Background: an optimization exercise with open tools, aiming at small area and a short achievable clock period. Do not read the settings as production practice.
Function was not checked in any run shown here: the RTL went through the layout flow alone.

## flow/design.v (module list and top-level ports; edited modules follow where they fit)
// module dadda_32_reg: 14 lines
// module HA: 5 lines
// module csa_dadda: 6 lines
// module dadda_32: 2955 lines
module dadda_32_reg(clk, A, B, Y);
  // ...
==> flow/flow/run.sh <==
#!/bin/bash
# The standard layout, with timing repair aiming for a setup slack of
# 17.5 ns at the design's 24 ns clock, so that the achieved period shrinks.
bash standard.sh SETUP_SLACK_MARGIN=17.5 finish > standard.log 2>&1
==> flow/standard.sh <==
#!/bin/bash
# synth_recipe.tcl (not shown) runs the flow's synth.tcl, then flattens the netlist and writes it again
# the make line also repeats each setting of config.mk as NAME=value (left out here)
make -C /OpenROAD-flow-scripts/flow DESIGN_CONFIG=/design/flow/config.mk WORK_HOME=/design/flow/orfs CLKGATE_MAP_FILE= SYNTH_SCRIPT=/design/flow/synth_recipe.tcl "${@:-finish}"
==> flow/config.mk <==
export PLATFORM = sky130hd
export DESIGN_NAME = dadda_32_reg
export DESIGN_NICKNAME = dadda_32_reg
export VERILOG_FILES = /design/flow/design.v
export SDC_FILE = /design/flow/constraint.sdc
export NUM_CORES = 4
export LEC_CHECK = 0
export CAP_MARGIN = 20
export CORE_MARGIN = 2
export CORE_UTILIZATION = 40
export SLEW_MARGIN = 20
export SYNTH_HIERARCHICAL = 1
export SYNTH_MINIMUM_KEEP_SIZE = 0
==> flow/constraint.sdc <==
create_clock -name core_clock -period 24.0 [get_ports {clk}]
set_input_delay 4.8000 -clock core_clock [delete_from_list [all_inputs] [get_ports {clk}]]
set_output_delay 4.8000 -clock core_clock [all_outputs]
set_load 0.01 [all_outputs]
==> results.sh, run 1 <==
export IMPL_status="timing/DRC/antenna clean"
export IMPL_syn_area_um2=27600
export IMPL_n_all_buffers=302
export IMPL_synth_mux_area_share_pct=0.0725
export IMPL_cts_tree="built"
export IMPL_rr_worst_depth=20
export IMPL_grt_first_pass_wirelength_um=154000
export IMPL_fin_skew_ns=0.0195
export IMPL_crit_path_cell_trace="nand3b_1 > o21ai_4 > buf_6 > a22oi_1 > xnor2_1 > fa_1 > fa_1 > fa_1 > fa_2 > fa_1 > fa_2 > ha_4 > nand4_1 > or3_4 > a211oi_4 > buf_6 > o21ai_4 > a21oi_4 > nor2_2 > o311ai_1"
export IMPL_cp_depth=20
export IMPL_cp_common_cell="fa_1"
export IMPL_antenna_cells=1
export IMPL_slew_viol_final=0
export IMPL_post_cts_buffers=15
export IMPL_synth_edf_count=0
export IMPL_io_pins=129
export IMPL_buf_share_pct=10.6
export IMPL_criticalPathCategory="flip-flop to flip-flop"
export IMPL_critPathLaunchType="flip-flop"
export IMPL_syn_inst=2757
export IMPL_seq_area_um2=2620
export IMPL_synthFlopType="dfxtp_1"
export IMPL_n_all_inverters=39
export IMPL_placed_area_um2=29500
export IMPL_finalNonFillerCells=3678
export IMPL_grt_usage_pct=29.0
export IMPL_yosysTopAreaCellShare_pct=38.0
export IMPL_overflow=0
export IMPL_r2r_slack_ns=17.48
export IMPL_final_util_pct=48.3
export IMPL_hold_start="b_r[1]"
export IMPL_synth_avg_cell_area_um2=10.0
export IMPL_die_area_um2=71200
export IMPL_clock_fmax_mhz=153
export IMPL_synth_compound_area_share_pct=20.3
export IMPL_dr_wl_met3_um=12600
==> run 2: changes to the inputs <==
--- a/flow/design.v
+++ b/flow/design.v
@@ -2972,10 +2972,658 @@
     assign nx[60] = c1040;
     assign ny[60] = s1041;
     assign nx[61] = c1042;
     assign ny[61] = s1043;
     assign nx[62] = s1045;
     assign ny[62] = c1044;
     assign nx[63] = c1046;
     assign ny[63] = s1047;
-    assign Y = ~(nx + ny + 64'd1);
+    wire [63:0] g0, p0;
+    assign g0 = nx & ny;
+    assign p0 = nx ^ ny;
+    wire gc0; assign gc0 = g0[0] | p0[0];
+    wire gg1; assign gg1 = g0[1] | (p0[1] & gc0);
+    wire gg2; assign gg2 = g0[2] | (p0[2] & g0[1]);
+    wire pg2; assign pg2 = p0[2] & p0[1];
+    wire gg3; assign gg3 = g0[3] | (p0[3] & g0[2]);
+    wire pg3; assign pg3 = p0[3] & p0[2];
+    wire gg4; assign gg4 = g0[4] | (p0[4] & g0[3]);
+    wire pg4; assign pg4 = p0[4] & p0[3];
+    wire gg5; assign gg5 = g0[5] | (p0[5] & g0[4]);
+    wire pg5; assign pg5 = p0[5] & p0[4];
+    wire gg6; assign gg6 = g0[6] | (p0[6] & g0[5]);
+    wire pg6; assign pg6 = p0[6] & p0[5];
+    wire gg7; assign gg7 = g0[7] | (p0[7] & g0[6]);
+    wire pg7; assign pg7 = p0[7] & p0[6];
+    wire gg8; assign gg8 = g0[8] | (p0[8] & g0[7]);
+    wire pg8; assign pg8 = p0[8] & p0[7];
+    wire gg9; assign gg9 = g0[9] | (p0[9] & g0[8]);
+    wire pg9; assign pg9 = p0[9] & p0[8];
+    wire gg10; assign gg10 = g0[10] | (p0[10] & g0[9]);
+    wire pg10; assign pg10 = p0[10] & p0[9];
+    wire gg11; assign gg11 = g0[11] | (p0[11] & g0[10]);
+    wire pg11; assign pg11 = p0[11] & p0[10];
+    wire gg12; assign gg12 = g0[12] | (p0[12] & g0[11]);
+    wire pg12; assign pg12 = p0[12] & p0[11];
+    wire gg13; assign gg13 = g0[13] | (p0[13] & g0[12]);
+    wire pg13; assign pg13 = p0[13] & p0[12];
+    wire gg14; assign gg14 = g0[14] | (p0[14] & g0[13]);
+    wire pg14; assign pg14 = p0[14] & p0[13];
+    wire gg15; assign gg15 = g0[15] | (p0[15] & g0[14]);
+    wire pg15; assign pg15 = p0[15] & p0[14];
+    wire gg16; assign gg16 = g0[16] | (p0[16] & g0[15]);
+    wire pg16; assign pg16 = p0[16] & p0[15];
+    wire gg17; assign gg17 = g0[17] | (p0[17] & g0[16]);
+    wire pg17; assign pg17 = p0[17] & p0[16];
+    wire gg18; assign gg18 = g0[18] | (p0[18] & g0[17]);
+    wire pg18; assign pg18 = p0[18] & p0[17];
+    wire gg19; assign gg19 = g0[19] | (p0[19] & g0[18]);
+    wire pg19; assign pg19 = p0[19] & p0[18];
+    wire gg20; assign gg20 = g0[20] | (p0[20] & g0[19]);
+    wire pg20; assign pg20 = p0[20] & p0[19];
+    wire gg21; assign gg21 = g0[21] | (p0[21] & g0[20]);
+    wire pg21; assign pg21 = p0[21] & p0[20];
+    wire gg22; assign gg22 = g0[22] | (p0[22] & g0[21]);
+    wire pg22; assign pg22 = p0[22] & p0[21];
+    wire gg23; assign gg23 = g0[23] | (p0[23] & g0[22]);
+    wire pg23; assign pg23 = p0[23] & p0[22];
+    wire gg24; assign gg24 = g0[24] | (p0[24] & g0[23]);
+    wire pg24; assign pg24 = p0[24] & p0[23];
+    wire gg25; assign gg25 = g0[25] | (p0[25] & g0[24]);
+    wire pg25; assign pg25 = p0[25] & p0[24];
+    wire gg26; assign gg26 = g0[26] | (p0[26] & g0[25]);
+    wire pg26; assign pg26 = p0[26] & p0[25];
+    wire gg27; assign gg27 = g0[27] | (p0[27] & g0[26]);
+    wire pg27; assign pg27 = p0[27] & p0[26];
+    wire gg28; assign gg28 = g0[28] | (p0[28] & g0[27]);
+    wire pg28; assign pg28 = p0[28] & p0[27];
+    wire gg29; assign gg29 = g0[29] | (p0[29] & g0[28]);
+    wire pg29; assign pg29 = p0[29] & p0[28];
+    wire gg30; assign gg30 = g0[30] | (p0[30] & g0[29]);
+    wire pg30; assign pg30 = p0[30] & p0[29];
+    wire gg31; assign gg31 = g0[31] | (p0[31] & g0[30]);
+    wire pg31; assign pg31 = p0[31] & p0[30];
+    wire gg32; assign gg32 = g0[32] | (p0[32] & g0[31]);
+    wire pg32; assign pg32 = p0[32] & p0[31];
+    wire gg33; assign gg33 = g0[33] | (p0[33] & g0[32]);
+    wire pg33; assign pg33 = p0[33] & p0[32];
+    wire gg34; assign gg34 = g0[34] | (p0[34] & g0[33]);
+    wire pg34; assign pg34 = p0[34] & p0[33];
+    wire gg35; assign gg35 = g0[35] | (p0[35] & g0[34]);
+    wire pg35; assign pg35 = p0[35] & p0[34];
+    wire gg36; assign gg36 = g0[36] | (p0[36] & g0[35]);
+    wire pg36; assign pg36 = p0[36] & p0[35];
+    wire gg37; assign gg37 = g0[37] | (p0[37] & g0[36]);
+    wire pg37; assign pg37 = p0[37] & p0[36];
+    wire gg38; assign gg38 = g0[38] | (p0[38] & g0[37]);
+    wire pg38; assign pg38 = p0[38] & p0[37];
+    wire gg39; assign gg39 = g0[39] | (p0[39] & g0[38]);
+    wire pg39; assign pg39 = p0[39] & p0[38];
+    wire gg40; assign gg40 = g0[40] | (p0[40] & g0[39]);
+    wire pg40; assign pg40 = p0[40] & p0[39];
+    wire gg41; assign gg41 = g0[41] | (p0[41] & g0[40]);
+    wire pg41; assign pg41 = p0[41] & p0[40];
+    wire gg42; assign gg42 = g0[42] | (p0[42] & g0[41]);
+    wire pg42; assign pg42 = p0[42] & p0[41];
+    wire gg43; assign gg43 = g0[43] | (p0[43] & g0[42]);
+    wire pg43; assign pg43 = p0[43] & p0[42];
+    wire gg44; assign gg44 = g0[44] | (p0[44] & g0[43]);
+    wire pg44; assign pg44 = p0[44] & p0[43];
+    wire gg45; assign gg45 = g0[45] | (p0[45] & g0[44]);
+    wire pg45; assign pg45 = p0[45] & p0[44];
+    wire gg46; assign gg46 = g0[46] | (p0[46] & g0[45]);
+    wire pg46; assign pg46 = p0[46] & p0[45];
+    wire gg47; assign gg47 = g0[47] | (p0[47] & g0[46]);
+    wire pg47; assign pg47 = p0[47] & p0[46];
+    wire gg48; assign gg48 = g0[48] | (p0[48] & g0[47]);
+    wire pg48; assign pg48 = p0[48] & p0[47];
+    wire gg49; assign gg49 = g0[49] | (p0[49] & g0[48]);
+    wire pg49; assign pg49 = p0[49] & p0[48];
+    wire gg50; assign gg50 = g0[50] | (p0[50] & g0[49]);
+    wire pg50; assign pg50 = p0[50] & p0[49];
+    wire gg51; assign gg51 = g0[51] | (p0[51] & g0[50]);
+    wire pg51; assign pg51 = p0[51] & p0[50];
+    wire gg52; assign gg52 = g0[52] | (p0[52] & g0[51]);
+    wire pg52; assign pg52 = p0[52] & p0[51];
+    wire gg53; assign gg53 = g0[53] | (p0[53] & g0[52]);
+    wire pg53; assign pg53 = p0[53] & p0[52];
+    wire gg54; assign gg54 = g0[54] | (p0[54] & g0[53]);
+    wire pg54; assign pg54 = p0[54] & p0[53];
+    wire gg55; assign gg55 = g0[55] | (p0[55] & g0[54]);
+    wire pg55; assign pg55 = p0[55] & p0[54];
+    wire gg56; assign gg56 = g0[56] | (p0[56] & g0[55]);
+    wire pg56; assign pg56 = p0[56] & p0[55];
+    wire gg57; assign gg57 = g0[57] | (p0[57] & g0[56]);
+    wire pg57; assign pg57 = p0[57] & p0[56];
+    wire gg58; assign gg58 = g0[58] | (p0[58] & g0[57]);
+    wire pg58; assign pg58 = p0[58] & p0[57];
+    wire gg59; assign gg59 = g0[59] | (p0[59] & g0[58]);
+    wire pg59; assign pg59 = p0[59] & p0[58];
+    wire gg60; assign gg60 = g0[60] | (p0[60] & g0[59]);
+    wire pg60; assign pg60 = p0[60] & p0[59];
+    wire gg61; assign gg61 = g0[61] | (p0[61] & g0[60]);
+    wire pg61; assign pg61 = p0[61] & p0[60];
+    wire gg62; assign gg62 = g0[62] | (p0[62] & g0[61]);
+    wire pg62; assign pg62 = p0[62] & p0[61];
+    wire gg63; assign gg63 = g0[63] | (p0[63] & g0[62]);
+    wire pg63; assign pg63 = p0[63] & p0[62];
+    wire gg64; assign gg64 = gg2 | (pg2 & gc0);
+    wire gg65; assign gg65 = gg3 | (pg3 & gg1);
+    wire gg66; assign gg66 = gg4 | (pg4 & gg2);
+    wire pg66; assign pg66 = pg4 & pg2;
+    wire gg67; assign gg67 = gg5 | (pg5 & gg3);
+    wire pg67; assign pg67 = pg5 & pg3;
+    wire gg68; assign gg68 = gg6 | (pg6 & gg4);
+    wire pg68; assign pg68 = pg6 & pg4;
+    wire gg69; assign gg69 = gg7 | (pg7 & gg5);
+    wire pg69; assign pg69 = pg7 & pg5;
+    wire gg70; assign gg70 = gg8 | (pg8 & gg6);
+    wire pg70; assign pg70 = pg8 & pg6;
+    wire gg71; assign gg71 = gg9 | (pg9 & gg7);
+    wire pg71; assign pg71 = pg9 & pg7;
+    wire gg72; assign gg72 = gg10 | (pg10 & gg8);
+    wire pg72; assign pg72 = pg10 & pg8;
+    wire gg73; assign gg73 = gg11 | (pg11 & gg9);
+    wire pg73; assign pg73 = pg11 & pg9;
+    wire gg74; assign gg74 = gg12 | (pg12 & gg10);
+    wire pg74; assign pg74 = pg12 & pg10;
+    wire gg75; assign gg75 = gg13 | (pg13 & gg11);
+    wire pg75; assign pg75 = pg13 & pg11;
+    wire gg76; assign gg76 = gg14 | (pg14 & gg12);
+    wire pg76; assign pg76 = pg14 & pg12;
+    wire gg77; assign gg77 = gg15 | (pg15 & gg13);
+    wire pg77; assign pg77 = pg15 & pg13;
+    wire gg78; assign gg78 = gg16 | (pg16 & gg14);
+    wire pg78; assign pg78 = pg16 & pg14;
+    wire gg79; assign gg79 = gg17 | (pg17 & gg15);
+    wire pg79; assign pg79 = pg17 & pg15;
+    wire gg80; assign gg80 = gg18 | (pg18 & gg16);
+    wire pg80; assign pg80 = pg18 & pg16;
+    wire gg81; assign gg81 = gg19 | (pg19 & gg17);
+    wire pg81; assign pg81 = pg19 & pg17;
+    wire gg82; assign gg82 = gg20 | (pg20 & gg18);
+    wire pg82; assign pg82 = pg20 & pg18;
+    wire gg83; assign gg83 = gg21 | (pg21 & gg19);
+    wire pg83; assign pg83 = pg21 & pg19;
+    wire gg84; assign gg84 = gg22 | (pg22 & gg20);
+    wire pg84; assign pg84 = pg22 & pg20;
+    wire gg85; assign gg85 = gg23 | (pg23 & gg21);
+    wire pg85; assign pg85 = pg23 & pg21;
+    wire gg86; assign gg86 = gg24 | (pg24 & gg22);
+    wire pg86; assign pg86 = pg24 & pg22;
+    wire gg87; assign gg87 = gg25 | (pg25 & gg23);
+    wire pg87; assign pg87 = pg25 & pg23;
+    wire gg88; assign gg88 = gg26 | (pg26 & gg24);
+    wire pg88; assign pg88 = pg26 & pg24;
+    wire gg89; assign gg89 = gg27 | (pg27 & gg25);
+    wire pg89; assign pg89 = pg27 & pg25;
+    wire gg90; assign gg90 = gg28 | (pg28 & gg26);
+    wire pg90; assign pg90 = pg28 & pg26;
+    wire gg91; assign gg91 = gg29 | (pg29 & gg27);
+    wire pg91; assign pg91 = pg29 & pg27;
+    wire gg92; assign gg92 = gg30 | (pg30 & gg28);
+    wire pg92; assign pg92 = pg30 & pg28;
+    wire gg93; assign gg93 = gg31 | (pg31 & gg29);
+    wire pg93; assign pg93 = pg31 & pg29;
+    wire gg94; assign gg94 = gg32 | (pg32 & gg30);
+    wire pg94; assign pg94 = pg32 & pg30;
+    wire gg95; assign gg95 = gg33 | (pg33 & gg31);
+    wire pg95; assign pg95 = pg33 & pg31;
+    wire gg96; assign gg96 = gg34 | (pg34 & gg32);
+    wire pg96; assign pg96 = pg34 & pg32;
+    wire gg97; assign gg97 = gg35 | (pg35 & gg33);
+    wire pg97; assign pg97 = pg35 & pg33;
+    wire gg98; assign gg98 = gg36 | (pg36 & gg34);
+    wire pg98; assign pg98 = pg36 & pg34;
+    wire gg99; assign gg99 = gg37 | (pg37 & gg35);
+    wire pg99; assign pg99 = pg37 & pg35;
+    wire gg100; assign gg100 = gg38 | (pg38 & gg36);
+    wire pg100; assign pg100 = pg38 & pg36;
+    wire gg101; assign gg101 = gg39 | (pg39 & gg37);
+    wire pg101; assign pg101 = pg39 & pg37;
+    wire gg102; assign gg102 = gg40 | (pg40 & gg38);
+    wire pg102; assign pg102 = pg40 & pg38;
+    wire gg103; assign gg103 = gg41 | (pg41 & gg39);
+    wire pg103; assign pg103 = pg41 & pg39;
+    wire gg104; assign gg104 = gg42 | (pg42 & gg40);
+    wire pg104; assign pg104 = pg42 & pg40;
+    wire gg105; assign gg105 = gg43 | (pg43 & gg41);
+    wire pg105; assign pg105 = pg43 & pg41;
+    wire gg106; assign gg106 = gg44 | (pg44 & gg42);
+    wire pg106; assign pg106 = pg44 & pg42;
+    wire gg107; assign gg107 = gg45 | (pg45 & gg43);
+    wire pg107; assign pg107 = pg45 & pg43;
+    wire gg108; assign gg108 = gg46 | (pg46 & gg44);
+    wire pg108; assign pg108 = pg46 & pg44;
+    wire gg109; assign gg109 = gg47 | (pg47 & gg45);
+    wire pg109; assign pg109 = pg47 & pg45;
+    wire gg110; assign gg110 = gg48 | (pg48 & gg46);
+    wire pg110; assign pg110 = pg48 & pg46;
+    wire gg111; assign gg111 = gg49 | (pg49 & gg47);
+    wire pg111; assign pg111 = pg49 & pg47;
+    wire gg112; assign gg112 = gg50 | (pg50 & gg48);
+    wire pg112; assign pg112 = pg50 & pg48;
+    wire gg113; assign gg113 = gg51 | (pg51 & gg49);
+    wire pg113; assign pg113 = pg51 & pg49;
+    wire gg114; assign gg114 = gg52 | (pg52 & gg50);
+    wire pg114; assign pg114 = pg52 & pg50;
+    wire gg115; assign gg115 = gg53 | (pg53 & gg51);
+    wire pg115; assign pg115 = pg53 & pg51;
+    wire gg116; assign gg116 = gg54 | (pg54 & gg52);
+    wire pg116; assign pg116 = pg54 & pg52;
+    wire gg117; assign gg117 = gg55 | (pg55 & gg53);
+    wire pg117; assign pg117 = pg55 & pg53;
+    wire gg118; assign gg118 = gg56 | (pg56 & gg54);
+    wire pg118; assign pg118 = pg56 & pg54;
+    wire gg119; assign gg119 = gg57 | (pg57 & gg55);
+    wire pg119; assign pg119 = pg57 & pg55;
+    wire gg120; assign gg120 = gg58 | (pg58 & gg56);
+    wire pg120; assign pg120 = pg58 & pg56;
+    wire gg121; assign gg121 = gg59 | (pg59 & gg57);
+    wire pg121; assign pg121 = pg59 & pg57;
+    wire gg122; assign gg122 = gg60 | (pg60 & gg58);
+    wire pg122; assign pg122 = pg60 & pg58;
+    wire gg123; assign gg123 = gg61 | (pg61 & gg59);
+    wire pg123; assign pg123 = pg61 & pg59;
+    wire gg124; assign gg124 = gg62 | (pg62 & gg60);
+    wire pg124; assign pg124 = pg62 & pg60;
+    wire gg125; assign gg125 = gg63 | (pg63 & gg61);
+    wire pg125; assign pg125 = pg63 & pg61;
+    wire gg126; assign gg126 = gg66 | (pg66 & gc0);
+    wire gg127; assign gg127 = gg67 | (pg67 & gg1);
+    wire gg128; assign gg128 = gg68 | (pg68 & gg64);
+    wire gg129; assign gg129 = gg69 | (pg69 & gg65);
+    wire gg130; assign gg130 = gg70 | (pg70 & gg66);
+    wire pg130; assign pg130 = pg70 & pg66;
+    wire gg131; assign gg131 = gg71 | (pg71 & gg67);
+    wire pg131; assign pg131 = pg71 & pg67;
+    wire gg132; assign gg132 = gg72 | (pg72 & gg68);
+    wire pg132; assign pg132 = pg72 & pg68;
+    wire gg133; assign gg133 = gg73 | (pg73 & gg69);
+    wire pg133; assign pg133 = pg73 & pg69;
+    wire gg134; assign gg134 = gg74 | (pg74 & gg70);
+    wire pg134; assign pg134 = pg74 & pg70;
+    wire gg135; assign gg135 = gg75 | (pg75 & gg71);
+    wire pg135; assign pg135 = pg75 & pg71;
+    wire gg136; assign gg136 = gg76 | (pg76 & gg72);
+    wire pg136; assign pg136 = pg76 & pg72;
+    wire gg137; assign gg137 = gg77 | (pg77 & gg73);
+    wire pg137; assign pg137 = pg77 & pg73;
+    wire gg138; assign gg138 = gg78 | (pg78 & gg74);
+    wire pg138; assign pg138 = pg78 & pg74;
+    wire gg139; assign gg139 = gg79 | (pg79 & gg75);
+    wire pg139; assign pg139 = pg79 & pg75;
+    wire gg140; assign gg140 = gg80 | (pg80 & gg76);
+    wire pg140; assign pg140 = pg80 & pg76;
+    wire gg141; assign gg141 = gg81 | (pg81 & gg77);
+    wire pg141; assign pg141 = pg81 & pg77;
+    wire gg142; assign gg142 = gg82 | (pg82 & gg78);
+    wire pg142; assign pg142 = pg82 & pg78;
+    wire gg143; assign gg143 = gg83 | (pg83 & gg79);
+    wire pg143; assign pg143 = pg83 & pg79;
+    wire gg144; assign gg144 = gg84 | (pg84 & gg80);
+    wire pg144; assign pg144 = pg84 & pg80;
+    wire gg145; assign gg145 = gg85 | (pg85 & gg81);
+    wire pg145; assign pg145 = pg85 & pg81;
+    wire gg146; assign gg146 = gg86 | (pg86 & gg82);
+    wire pg146; assign pg146 = pg86 & pg82;
+    wire gg147; assign gg147 = gg87 | (pg87 & gg83);
+    wire pg147; assign pg147 = pg87 & pg83;
+    wire gg148; assign gg148 = gg88 | (pg88 & gg84);
+    wire pg148; assign pg148 = pg88 & pg84;
+    wire gg149; assign gg149 = gg89 | (pg89 & gg85);
+    wire pg149; assign pg149 = pg89 & pg85;
+    wire gg150; assign gg150 = gg90 | (pg90 & gg86);
+    wire pg150; assign pg150 = pg90 & pg86;
+    wire gg151; assign gg151 = gg91 | (pg91 & gg87);
+    wire pg151; assign pg151 = pg91 & pg87;
+    wire gg152; assign gg152 = gg92 | (pg92 & gg88);
+    wire pg152; assign pg152 = pg92 & pg88;
+    wire gg153; assign gg153 = gg93 | (pg93 & gg89);
+    wire pg153; assign pg153 = pg93 & pg89;
+    wire gg154; assign gg154 = gg94 | (pg94 & gg90);
+    wire pg154; assign pg154 = pg94 & pg90;
+    wire gg155; assign gg155 = gg95 | (pg95 & gg91);
+    wire pg155; assign pg155 = pg95 & pg91;
+    wire gg156; assign gg156 = gg96 | (pg96 & gg92);
+    wire pg156; assign pg156 = pg96 & pg92;
+    wire gg157; assign gg157 = gg97 | (pg97 & gg93);
+    wire pg157; assign pg157 = pg97 & pg93;
+    wire gg158; assign gg158 = gg98 | (pg98 & gg94);
+    wire pg158; assign pg158 = pg98 & pg94;
+    wire gg159; assign gg159 = gg99 | (pg99 & gg95);
+    wire pg159; assign pg159 = pg99 & pg95;
+    wire gg160; assign gg160 = gg100 | (pg100 & gg96);
+    wire pg160; assign pg160 = pg100 & pg96;
+    wire gg161; assign gg161 = gg101 | (pg101 & gg97);
+    wire pg161; assign pg161 = pg101 & pg97;
+    wire gg162; assign gg162 = gg102 | (pg102 & gg98);
+    wire pg162; assign pg162 = pg102 & pg98;
+    wire gg163; assign gg163 = gg103 | (pg103 & gg99);
+    wire pg163; assign pg163 = pg103 & pg99;
+    wire gg164; assign gg164 = gg104 | (pg104 & gg100);
+    wire pg164; assign pg164 = pg104 & pg100;
+    wire gg165; assign gg165 = gg105 | (pg105 & gg101);
+    wire pg165; assign pg165 = pg105 & pg101;
+    wire gg166; assign gg166 = gg106 | (pg106 & gg102);
+    wire pg166; assign pg166 = pg106 & pg102;
+    wire gg167; assign gg167 = gg107 | (pg107 & gg103);
+    wire pg167; assign pg167 = pg107 & pg103;
+    wire gg168; assign gg168 = gg108 | (pg108 & gg104);
+    wire pg168; assign pg168 = pg108 & pg104;
+    wire gg169; assign gg169 = gg109 | (pg109 & gg105);
+    wire pg169; assign pg169 = pg109 & pg105;
+    wire gg170; assign gg170 = gg110 | (pg110 & gg106);
+    wire pg170; assign pg170 = pg110 & pg106;
+    wire gg171; assign gg171 = gg111 | (pg111 & gg107);
+    wire pg171; assign pg171 = pg111 & pg107;
+    wire gg172; assign gg172 = gg112 | (pg112 & gg108);
+    wire pg172; assign pg172 = pg112 & pg108;
+    wire gg173; assign gg173 = gg113 | (pg113 & gg109);
+    wire pg173; assign pg173 = pg113 & pg109;
+    wire gg174; assign gg174 = gg114 | (pg114 & gg110);
+    wire pg174; assign pg174 = pg114 & pg110;
+    wire gg175; assign gg175 = gg115 | (pg115 & gg111);
+    wire pg175; assign pg175 = pg115 & pg111;
+    wire gg176; assign gg176 = gg116 | (pg116 & gg112);
+    wire pg176; assign pg176 = pg116 & pg112;
+    wire gg177; assign gg177 = gg117 | (pg117 & gg113);
+    wire pg177; assign pg177 = pg117 & pg113;
+    wire gg178; assign gg178 = gg118 | (pg118 & gg114);
+    wire pg178; assign pg178 = pg118 & pg114;
+    wire gg179; assign gg179 = gg119 | (pg119 & gg115);
+    wire pg179; assign pg179 = pg119 & pg115;
+    wire gg180; assign gg180 = gg120 | (pg120 & gg116);
+    wire pg180; assign pg180 = pg120 & pg116;
+    wire gg181; assign gg181 = gg121 | (pg121 & gg117);
+    wire pg181; assign pg181 = pg121 & pg117;
+    wire gg182; assign gg182 = gg122 | (pg122 & gg118);
+    wire pg182; assign pg182 = pg122 & pg118;
+    wire gg183; assign gg183 = gg123 | (pg123 & gg119);
+    wire pg183; assign pg183 = pg123 & pg119;
+    wire gg184; assign gg184 = gg124 | (pg124 & gg120);
+    wire pg184; assign pg184 = pg124 & pg120;
+    wire gg185; assign gg185 = gg125 | (pg125 & gg121);
+    wire pg185; assign pg185 = pg125 & pg121;
+    wire gg186; assign gg186 = gg130 | (pg130 & gc0);
+    wire gg187; assign gg187 = gg131 | (pg131 & gg1);
+    wire gg188; assign gg188 = gg132 | (pg132 & gg64);
+    wire gg189; assign gg189 = gg133 | (pg133 & gg65);
+    wire gg190; assign gg190 = gg134 | (pg134 & gg126);
+    wire gg191; assign gg191 = gg135 | (pg135 & gg127);
+    wire gg192; assign gg192 = gg136 | (pg136 & gg128);
+    wire gg193; assign gg193 = gg137 | (pg137 & gg129);
+    wire gg194; assign gg194 = gg138 | (pg138 & gg130);
+    wire pg194; assign pg194 = pg138 & pg130;
+    wire gg195; assign gg195 = gg139 | (pg139 & gg131);
+    wire pg195; assign pg195 = pg139 & pg131;
+    wire gg196; assign gg196 = gg140 | (pg140 & gg132);
+    wire pg196; assign pg196 = pg140 & pg132;
+    wire gg197; assign gg197 = gg141 | (pg141 & gg133);
+    wire pg197; assign pg197 = pg141 & pg133;
+    wire gg198; assign gg198 = gg142 | (pg142 & gg134);
+    wire pg198; assign pg198 = pg142 & pg134;
+    wire gg199; assign gg199 = gg143 | (pg143 & gg135);
+    wire pg199; assign pg199 = pg143 & pg135;
+    wire gg200; assign gg200 = gg144 | (pg144 & gg136);
+    wire pg200; assign pg200 = pg144 & pg136;
+    wire gg201; assign gg201 = gg145 | (pg145 & gg137);
+    wire pg201; assign pg201 = pg145 & pg137;
+    wire gg202; assign gg202 = gg146 | (pg146 & gg138);
+    wire pg202; assign pg202 = pg146 & pg138;
+    wire gg203; assign gg203 = gg147 | (pg147 & gg139);
+    wire pg203; assign pg203 = pg147 & pg139;
+    wire gg204; assign gg204 = gg148 | (pg148 & gg140);
+    wire pg204; assign pg204 = pg148 & pg140;
+    wire gg205; assign gg205 = gg149 | (pg149 & gg141);
+    wire pg205; assign pg205 = pg149 & pg141;
+    wire gg206; assign gg206 = gg150 | (pg150 & gg142);
+    wire pg206; assign pg206 = pg150 & pg142;
+    wire gg207; assign gg207 = gg151 | (pg151 & gg143);
+    wire pg207; assign pg207 = pg151 & pg143;
+    wire gg208; assign gg208 = gg152 | (pg152 & gg144);
+    wire pg208; assign pg208 = pg152 & pg144;
+    wire gg209; assign gg209 = gg153 | (pg153 & gg145);
+    wire pg209; assign pg209 = pg153 & pg145;
+    wire gg210; assign gg210 = gg154 | (pg154 & gg146);
+    wire pg210; assign pg210 = pg154 & pg146;
+    wire gg211; assign gg211 = gg155 | (pg155 & gg147);
+    wire pg211; assign pg211 = pg155 & pg147;
+    wire gg212; assign gg212 = gg156 | (pg156 & gg148);
+    wire pg212; assign pg212 = pg156 & pg148;
+    wire gg213; assign gg213 = gg157 | (pg157 & gg149);
+    wire pg213; assign pg213 = pg157 & pg149;
+    wire gg214; assign gg214 = gg158 | (pg158 & gg150);
+    wire pg214; assign pg214 = pg158 & pg150;
+    wire gg215; assign gg215 = gg159 | (pg159 & gg151);
+    wire pg215; assign pg215 = pg159 & pg151;
+    wire gg216; assign gg216 = gg160 | (pg160 & gg152);
+    wire pg216; assign pg216 = pg160 & pg152;
+    wire gg217; assign gg217 = gg161 | (pg161 & gg153);
+    wire pg217; assign pg217 = pg161 & pg153;
+    wire gg218; assign gg218 = gg162 | (pg162 & gg154);
+    wire pg218; assign pg218 = pg162 & pg154;
+    wire gg219; assign gg219 = gg163 | (pg163 & gg155);
+    wire pg219; assign pg219 = pg163 & pg155;
+    wire gg220; assign gg220 = gg164 | (pg164 & gg156);
+    wire pg220; assign pg220 = pg164 & pg156;
+    wire gg221; assign gg221 = gg165 | (pg165 & gg157);
+    wire pg221; assign pg221 = pg165 & pg157;
+    wire gg222; assign gg222 = gg166 | (pg166 & gg158);
+    wire pg222; assign pg222 = pg166 & pg158;
+    wire gg223; assign gg223 = gg167 | (pg167 & gg159);
+    wire pg223; assign pg223 = pg167 & pg159;
+    wire gg224; assign gg224 = gg168 | (pg168 & gg160);
+    wire pg224; assign pg224 = pg168 & pg160;
+    wire gg225; assign gg225 = gg169 | (pg169 & gg161);
+    wire pg225; assign pg225 = pg169 & pg161;
+    wire gg226; assign gg226 = gg170 | (pg170 & gg162);
+    wire pg226; assign pg226 = pg170 & pg162;
+    wire gg227; assign gg227 = gg171 | (pg171 & gg163);
+    wire pg227; assign pg227 = pg171 & pg163;
+    wire gg228; assign gg228 = gg172 | (pg172 & gg164);
+    wire pg228; assign pg228 = pg172 & pg164;
+    wire gg229; assign gg229 = gg173 | (pg173 & gg165);
+    wire pg229; assign pg229 = pg173 & pg165;
+    wire gg230; assign gg230 = gg174 | (pg174 & gg166);
+    wire pg230; assign pg230 = pg174 & pg166;
+    wire gg231; assign gg231 = gg175 | (pg175 & gg167);
+    wire pg231; assign pg231 = pg175 & pg167;
+    wire gg232; assign gg232 = gg176 | (pg176 & gg168);
+    wire pg232; assign pg232 = pg176 & pg168;
+    wire gg233; assign gg233 = gg177 | (pg177 & gg169);
+    wire pg233; assign pg233 = pg177 & pg169;
+    wire gg234; assign gg234 = gg178 | (pg178 & gg170);
+    wire pg234; assign pg234 = pg178 & pg170;
+    wire gg235; assign gg235 = gg179 | (pg179 & gg171);
+    wire pg235; assign pg235 = pg179 & pg171;
+    wire gg236; assign gg236 = gg180 | (pg180 & gg172);
+    wire pg236; assign pg236 = pg180 & pg172;
+    wire gg237; assign gg237 = gg181 | (pg181 & gg173);
+    wire pg237; assign pg237 = pg181 & pg173;
+    wire gg238; assign gg238 = gg182 | (pg182 & gg174);
+    wire pg238; assign pg238 = pg182 & pg174;
+    wire gg239; assign gg239 = gg183 | (pg183 & gg175);
+    wire pg239; assign pg239 = pg183 & pg175;
+    wire gg240; assign gg240 = gg184 | (pg184 & gg176);
+    wire pg240; assign pg240 = pg184 & pg176;
+    wire gg241; assign gg241 = gg185 | (pg185 & gg177);
+    wire pg241; assign pg241 = pg185 & pg177;
+    wire gg242; assign gg242 = gg194 | (pg194 & gc0);
+    wire gg243; assign gg243 = gg195 | (pg195 & gg1);
+    wire gg244; assign gg244 = gg196 | (pg196 & gg64);
+    wire gg245; assign gg245 = gg197 | (pg197 & gg65);
+    wire gg246; assign gg246 = gg198 | (pg198 & gg126);
+    wire gg247; assign gg247 = gg199 | (pg199 & gg127);
+    wire gg248; assign gg248 = gg200 | (pg200 & gg128);
+    wire gg249; assign gg249 = gg201 | (pg201 & gg129);
+    wire gg250; assign gg250 = gg202 | (pg202 & gg186);
+    wire gg251; assign gg251 = gg203 | (pg203 & gg187);
+    wire gg252; assign gg252 = gg204 | (pg204 & gg188);
+    wire gg253; assign gg253 = gg205 | (pg205 & gg189);
+    wire gg254; assign gg254 = gg206 | (pg206 & gg190);
+    wire gg255; assign gg255 = gg207 | (pg207 & gg191);
+    wire gg256; assign gg256 = gg208 | (pg208 & gg192);
+    wire gg257; assign gg257 = gg209 | (pg209 & gg193);
+    wire gg258; assign gg258 = gg210 | (pg210 & gg194);
+    wire pg258; assign pg258 = pg210 & pg194;
+    wire gg259; assign gg259 = gg211 | (pg211 & gg195);
+    wire pg259; assign pg259 = pg211 & pg195;
+    wire gg260; assign gg260 = gg212 | (pg212 & gg196);
+    wire pg260; assign pg260 = pg212 & pg196;
+    wire gg261; assign gg261 = gg213 | (pg213 & gg197);
+    wire pg261; assign pg261 = pg213 & pg197;
+    wire gg262; assign gg262 = gg214 | (pg214 & gg198);
+    wire pg262; assign pg262 = pg214 & pg198;
+    wire gg263; assign gg263 = gg215 | (pg215 & gg199);
+    wire pg263; assign pg263 = pg215 & pg199;
+    wire gg264; assign gg264 = gg216 | (pg216 & gg200);
+    wire pg264; assign pg264 = pg216 & pg200;
+    wire gg265; assign gg265 = gg217 | (pg217 & gg201);
+    wire pg265; assign pg265 = pg217 & pg201;
+    wire gg266; assign gg266 = gg218 | (pg218 & gg202);
+    wire pg266; assign pg266 = pg218 & pg202;
+    wire gg267; assign gg267 = gg219 | (pg219 & gg203);
+    wire pg267; assign pg267 = pg219 & pg203;
+    wire gg268; assign gg268 = gg220 | (pg220 & gg204);
+    wire pg268; assign pg268 = pg220 & pg204;
+    wire gg269; assign gg269 = gg221 | (pg221 & gg205);
+    wire pg269; assign pg269 = pg221 & pg205;
+    wire gg270; assign gg270 = gg222 | (pg222 & gg206);
+    wire pg270; assign pg270 = pg222 & pg206;
+    wire gg271; assign gg271 = gg223 | (pg223 & gg207);
+    wire pg271; assign pg271 = pg223 & pg207;
+    wire gg272; assign gg272 = gg224 | (pg224 & gg208);
+    wire pg272; assign pg272 = pg224 & pg208;
+    wire gg273; assign gg273 = gg225 | (pg225 & gg209);
+    wire pg273; assign pg273 = pg225 & pg209;
+    wire gg274; assign gg274 = gg226 | (pg226 & gg210);
+    wire pg274; assign pg274 = pg226 & pg210;
+    wire gg275; assign gg275 = gg227 | (pg227 & gg211);
+    wire pg275; assign pg275 = pg227 & pg211;
+    wire gg276; assign gg276 = gg228 | (pg228 & gg212);
+    wire pg276; assign pg276 = pg228 & pg212;
+    wire gg277; assign gg277 = gg229 | (pg229 & gg213);
+    wire pg277; assign pg277 = pg229 & pg213;
+    wire gg278; assign gg278 = gg230 | (pg230 & gg214);
+    wire pg278; assign pg278 = pg230 & pg214;
+    wire gg279; assign gg279 = gg231 | (pg231 & gg215);
+    wire pg279; assign pg279 = pg231 & pg215;
+    wire gg280; assign gg280 = gg232 | (pg232 & gg216);
+    wire pg280; assign pg280 = pg232 & pg216;
+    wire gg281; assign gg281 = gg233 | (pg233 & gg217);
+    wire pg281; assign pg281 = pg233 & pg217;
+    wire gg282; assign gg282 = gg234 | (pg234 & gg218);
+    wire pg282; assign pg282 = pg234 & pg218;
+    wire gg283; assign gg283 = gg235 | (pg235 & gg219);
+    wire pg283; assign pg283 = pg235 & pg219;
+    wire gg284; assign gg284 = gg236 | (pg236 & gg220);
+    wire pg284; assign pg284 = pg236 & pg220;
+    wire gg285; assign gg285 = gg237 | (pg237 & gg221);
+    wire pg285; assign pg285 = pg237 & pg221;
+    wire gg286; assign gg286 = gg238 | (pg238 & gg222);
+    wire pg286; assign pg286 = pg238 & pg222;
+    wire gg287; assign gg287 = gg239 | (pg239 & gg223);
+    wire pg287; assign pg287 = pg239 & pg223;
+    wire gg288; assign gg288 = gg240 | (pg240 & gg224);
+    wire pg288; assign pg288 = pg240 & pg224;
+    wire gg289; assign gg289 = gg241 | (pg241 & gg225);
+    wire pg289; assign pg289 = pg241 & pg225;
+    wire gg290; assign gg290 = gg258 | (pg258 & gc0);
+    wire gg291; assign gg291 = gg259 | (pg259 & gg1);
+    wire gg292; assign gg292 = gg260 | (pg260 & gg64);
+    wire gg293; assign gg293 = gg261 | (pg261 & gg65);
+    wire gg294; assign gg294 = gg262 | (pg262 & gg126);
+    wire gg295; assign gg295 = gg263 | (pg263 & gg127);
+    wire gg296; assign gg296 = gg264 | (pg264 & gg128);
+    wire gg297; assign gg297 = gg265 | (pg265 & gg129);
+    wire gg298; assign gg298 = gg266 | (pg266 & gg186);
+    wire gg299; assign gg299 = gg267 | (pg267 & gg187);
+    wire gg300; assign gg300 = gg268 | (pg268 & gg188);
+    wire gg301; assign gg301 = gg269 | (pg269 & gg189);
+    wire gg302; assign gg302 = gg270 | (pg270 & gg190);
+    wire gg303; assign gg303 = gg271 | (pg271 & gg191);
+    wire gg304; assign gg304 = gg272 | (pg272 & gg192);
+    wire gg305; assign gg305 = gg273 | (pg273 & gg193);
+    wire gg306; assign gg306 = gg274 | (pg274 & gg242);
+    wire gg307; assign gg307 = gg275 | (pg275 & gg243);
+    wire gg308; assign gg308 = gg276 | (pg276 & gg244);
+    wire gg309; assign gg309 = gg277 | (pg277 & gg245);
+    wire gg310; assign gg310 = gg278 | (pg278 & gg246);
+    wire gg311; assign gg311 = gg279 | (pg279 & gg247);
+    wire gg312; assign gg312 = gg280 | (pg280 & gg248);
+    wire gg313; assign gg313 = gg281 | (pg281 & gg249);
+    wire gg314; assign gg314 = gg282 | (pg282 & gg250);
+    wire gg315; assign gg315 = gg283 | (pg283 & gg251);
+    wire gg316; assign gg316 = gg284 | (pg284 & gg252);
+    wire gg317; assign gg317 = gg285 | (pg285 & gg253);
+    wire gg318; assign gg318 = gg286 | (pg286 & gg254);
+    wire gg319; assign gg319 = gg287 | (pg287 & gg255);
+    wire gg320; assign gg320 = gg288 | (pg288 & gg256);
+    wire gg321; assign gg321 = gg289 | (pg289 & gg257);
+    wire [63:0] cc;
+    assign cc[0] = gc0;
+    assign cc[1] = gg1;
+    assign cc[2] = gg64;
+    assign cc[3] = gg65;
+    assign cc[4] = gg126;
+    assign cc[5] = gg127;
+    assign cc[6] = gg128;
+    assign cc[7] = gg129;
+    assign cc[8] = gg186;
+    assign cc[9] = gg187;
+    assign cc[10] = gg188;
+    assign cc[11] = gg189;
+    assign cc[12] = gg190;
+    assign cc[13] = gg191;
+    assign cc[14] = gg192;
+    assign cc[15] = gg193;
+    assign cc[16] = gg242;
+    assign cc[17] = gg243;
+    assign cc[18] = gg244;
+    assign cc[19] = gg245;
+    assign cc[20] = gg246;
+    assign cc[21] = gg247;
+    assign cc[22] = gg248;
+    assign cc[23] = gg249;
+    assign cc[24] = gg250;
+    assign cc[25] = gg251;
+    assign cc[26] = gg252;
+    assign cc[27] = gg253;
+    assign cc[28] = gg254;
+    assign cc[29] = gg255;
+    assign cc[30] = gg256;
+    assign cc[31] = gg257;
+    assign cc[32] = gg290;
+    assign cc[33] = gg291;
+    assign cc[34] = gg292;
+    assign cc[35] = gg293;
+    assign cc[36] = gg294;
+    assign cc[37] = gg295;
+    assign cc[38] = gg296;
+    assign cc[39] = gg297;
+    assign cc[40] = gg298;
+    assign cc[41] = gg299;
+    assign cc[42] = gg300;
+    assign cc[43] = gg301;
+    assign cc[44] = gg302;
+    assign cc[45] = gg303;
+    assign cc[46] = gg304;
+    assign cc[47] = gg305;
+    assign cc[48] = gg306;
+    assign cc[49] = gg307;
+    assign cc[50] = gg308;
+    assign cc[51] = gg309;
+    assign cc[52] = gg310;
+    assign cc[53] = gg311;
+    assign cc[54] = gg312;
+    assign cc[55] = gg313;
+    assign cc[56] = gg314;
+    assign cc[57] = gg315;
+    assign cc[58] = gg316;
+    assign cc[59] = gg317;
+    assign cc[60] = gg318;
+    assign cc[61] = gg319;
+    assign cc[62] = gg320;
+    assign cc[63] = gg321;
+    assign Y = ~(p0 ^ {cc[62:0], 1'b1});
 endmodule
==> run 2 against run 1 <==
- sequential cell count stayed put
- cell count rose by 0.16%
- worst hold slack improved by 0.31 ns
- design area fell by 0.92%
- die area down 0.27%
- first-iteration DRC count rose by 4.1%
- register-to-register slack worse by 0.07 ns
- critical path depth down 1
- routed wire length grew 0.59%
==> results.sh, run 2 <==
export IMPL_status="timing/DRC/antenna clean"
export IMPL_insertion_delay_ns=0.51
export IMPL_critPathLaunchType="flip-flop"
export IMPL_slew_viol_final=0
export IMPL_yosysMostFrequentCell="fa_1"
export IMPL_die_area_um2=71000
export IMPL_syn_area_um2=27500
export IMPL_synthToLayoutAreaGrowth_pct=18.8
export IMPL_placed_area_um2=29500
export IMPL_clock_fmax_mhz=152
export IMPL_grt_start_max_net_pins=66
export IMPL_ys_seq_elements=128
export IMPL_cts_tree="built"
export IMPL_drtAntennaViolNets=0
export IMPL_hold_viol=0
export IMPL_cts_buffers=17
export IMPL_crit_fanout=16
export IMPL_drtPass1Iterations=8
export IMPL_worstMarginPinSlew_ns=0.881
export IMPL_gp_congestion=0.902
export IMPL_place_port_buffers=128
export IMPL_final_area_um2=32700
export IMPL_fin_skew_ns=0.0257
export IMPL_path_clk_slew_ns=0.07
export IMPL_rsz0062_at_grt="true"
export IMPL_grt_antenna_before_repair=0
export IMPL_drc_errors=0
export IMPL_htree_levels=4
export IMPL_viasPerCell=6.46
export IMPL_r2r_slack_ns=17.41
export IMPL_dp_hpwl_um=68300
export IMPL_final_util_pct=47.9
export IMPL_post_synth_top_area_cell="fa_1"
export IMPL_synth_cell_types=79
export IMPL_yosysTopAreaCellShare_pct=38.1
export IMPL_clk_path_buf_depth=2
export IMPL_synth_area_leaders="fa_1 (38%), xnor2_1 (16%), a22oi_1 (13%)"
export IMPL_hp_class="flip-flop to flip-flop"
export IMPL_clkSinkCount=128
export IMPL_largest_register_ff_count=64
export IMPL_mostFrequentLayoutCells="xnor2_1 (497), fa_1 (497), a22oi_1 (451)"
export IMPL_coreArea_um2=68300
export IMPL_arrival_ns=6.96
export IMPL_die_y_um=266
export IMPL_synth_common_cells="fa_1 (524), xnor2_1 (513), a22oi_1 (466)"
export IMPL_grt_usage_pct=30.0
export IMPL_cp_required_ns=24.37
export IMPL_first_global_vias=25100
export IMPL_criticalPathCategory="flip-flop to flip-flop"
export IMPL_initial_core_util_pct=40.3
export IMPL_setup_violations=0
export IMPL_num_vias=23800
export IMPL_ys_seq_area_share_pct=9.30
export IMPL_wl_per_cell_um=29.2
export IMPL_rows=96
export IMPL_max_cap_viol_count=0
export IMPL_overflow=0
export IMPL_grt_first_pass_wirelength_um=158000
export IMPL_wl_um=108000
export IMPL_reg_top3="Y (64), a_r (32), b_r (32)"
export IMPL_async_flop_share_pct=0
export IMPL_drt_iter0_drc=3116
export IMPL_synth_avg_cell_area_um2=9.91
export IMPL_layout_drive_gt1_share_pct=15.1
export IMPL_max_slew_margin_pct=40.7
export IMPL_nets=3454
export IMPL_timing_final_crit_share_pct=27.4
export IMPL_regMostFlops="Y"
export IMPL_syn_inst=2780
export IMPL_cts_root_buf="clkbuf_16"
export IMPL_end_kind="flip-flop"
export IMPL_io_pins=129
export IMPL_yosysWarnings=7
export IMPL_fp_dieW_um=266
export IMPL_period_minus_slack_ns=6.59
export IMPL_tns_ns=0
export IMPL_synth_edf_count=0
export IMPL_synthFlopType="dfxtp_1"
-- run 2: cell count changes after synthesis, moves of 14 or more --
cell | before | now
a211oi_1 | 31 | 7
a21o_1 | 43 | 29
a21oi_1 | 76 | 102
a31oi_1 | 36 | 7
nor2b_1 | 47 | 19
nor3_1 | 3 | 44
xor2_1 | 30 | 65
-- run 2: metrics by stage --
step	worst slack [ns]	hold slack [ns]	std cells
floorplan	17.65	0.648	2793
global placement	15.14	0.889	3578
detailed placement	15.15	0.910	3578
CTS	17.42	0.883	3636
global route	17.25	0.992	3683
finish	17.41	0.973	3684
-- run 2: worst paths after layout --
kind / startpoint / to / depth (start not counted)
worst max-delay path: b_r[27] / Y[61] / 19
worst max register to register: b_r[27] / Y[61] / 19
worst min-delay path: b_r[1] / Y[0] / 3
worst min register to register: b_r[1] / Y[0] / 3
-- run 2: cell families (layout without fill, tap and decap cells) --
logic type / count (synthesis) / after routing / synth area share [%]
AOI/OAI and AO/OA: 743 / 743 / 19.1
xor gates and xnor gates: 579 / 579 / 18.4
adders and majority gates: 601 / 601 / 41.6
buffers and inverters: 349 / 357 / 4.85
DFF: 128 / 128 / 9.30
muxes: 3 / 3 / 0.114
other: 44 / 58 / 0.600
and+or+nand+nor: 333 / 333 / 6.06
-- run 2: layout make-up --
| type | count | area (µm²) |
|---|---|---|
| clock inverter | 13 | 128 |
| sequential | 128 | 2600 |
| multi-input combinational | 2316 | 25000 |
| fill | 6173 | 35600 |
| tap | 882 | 1100 |
| timing repair buffer | 283 | 3260 |
| clock buffer | 19 | 443 |
| inverter | 42 | 213 |
| antenna | 1 | 2.50 |
-- run 2: repair_timing --
action	4_1_cts	5_1_grt
setup buffers	18	42
pin swaps	22	77
resized for setup	221	171
hold buffers	0	0
gates cloned	8	5
endpoints found under the setup margin	43	26
-- run 2: layer usage --
layer	up-vias	share of wire, %	routed length (µm)	global-route usage (%)
met2	1889	45	48100	46.6
met4	0	6.8	7290	17.7
met3	484	13	13900	7.88
li1	9508	-	-	-
met5	-	0	0	0
met1	11900	36	38400	37.6
-- run 2: Yosys stat by module, one instance, submodules excluded --
| module | copies in the design | flip-flops and latches |
|---|---|---|
| dadda_32_reg | 1 | 128 |
| dadda_32 | 1 | 0 |
| HA | 43 | 0 |
| csa_dadda | 524 | 0 |
-- run 2: critical path, cell delays in order (launching register included) --
cell and delay (ns):
dfxtp_4 0.39, ha_4 0.18, nor2b_4 0.28, inv_4 0.22
xnor2_1 0.32, fa_1 0.47, fa_1 0.52, fa_1 0.45
fa_2 0.38, fa_1 0.57, fa_1 0.46, ha_4 0.27
a21oi_4 0.19, o21bai_1 0.09, a21o_1 0.27, a311oi_2 0.41
o22ai_2 0.16, a31oi_4 0.28, nor2_1 0.08, or4_1 0.46

## afterwards: timing with drivers on the ports
In the flow no input, the clock included, has a driving cell. The finished layouts below were timed again as built, in two steps.
Step 1, drivers: a clkbuf_16 drives clk and a buf_2 each remaining input, both assumed.
Step 2 times the ports against the registers' clock, not the clock port: input delays grow and output delays shrink by t, the midpoint of the rising clock arrivals with the driver on.
Slacks: ideal / step 1 / step 2; pairs: ideal / step 1.
run | t, ns | slack for setup (ns) | worst hold slack (ns) | clock arrival spread, ns
run 1 | 0.554 | 17.482 / 17.482 / 17.482 | 0.667 / 0.667 / 0.667 | 0.020 / 0.020
run 2 | 0.555 | 17.414 / 17.414 / 17.414 | 0.973 / 0.973 / 0.973 | 0.025 / 0.025
After both steps every run listed still meets setup and hold.
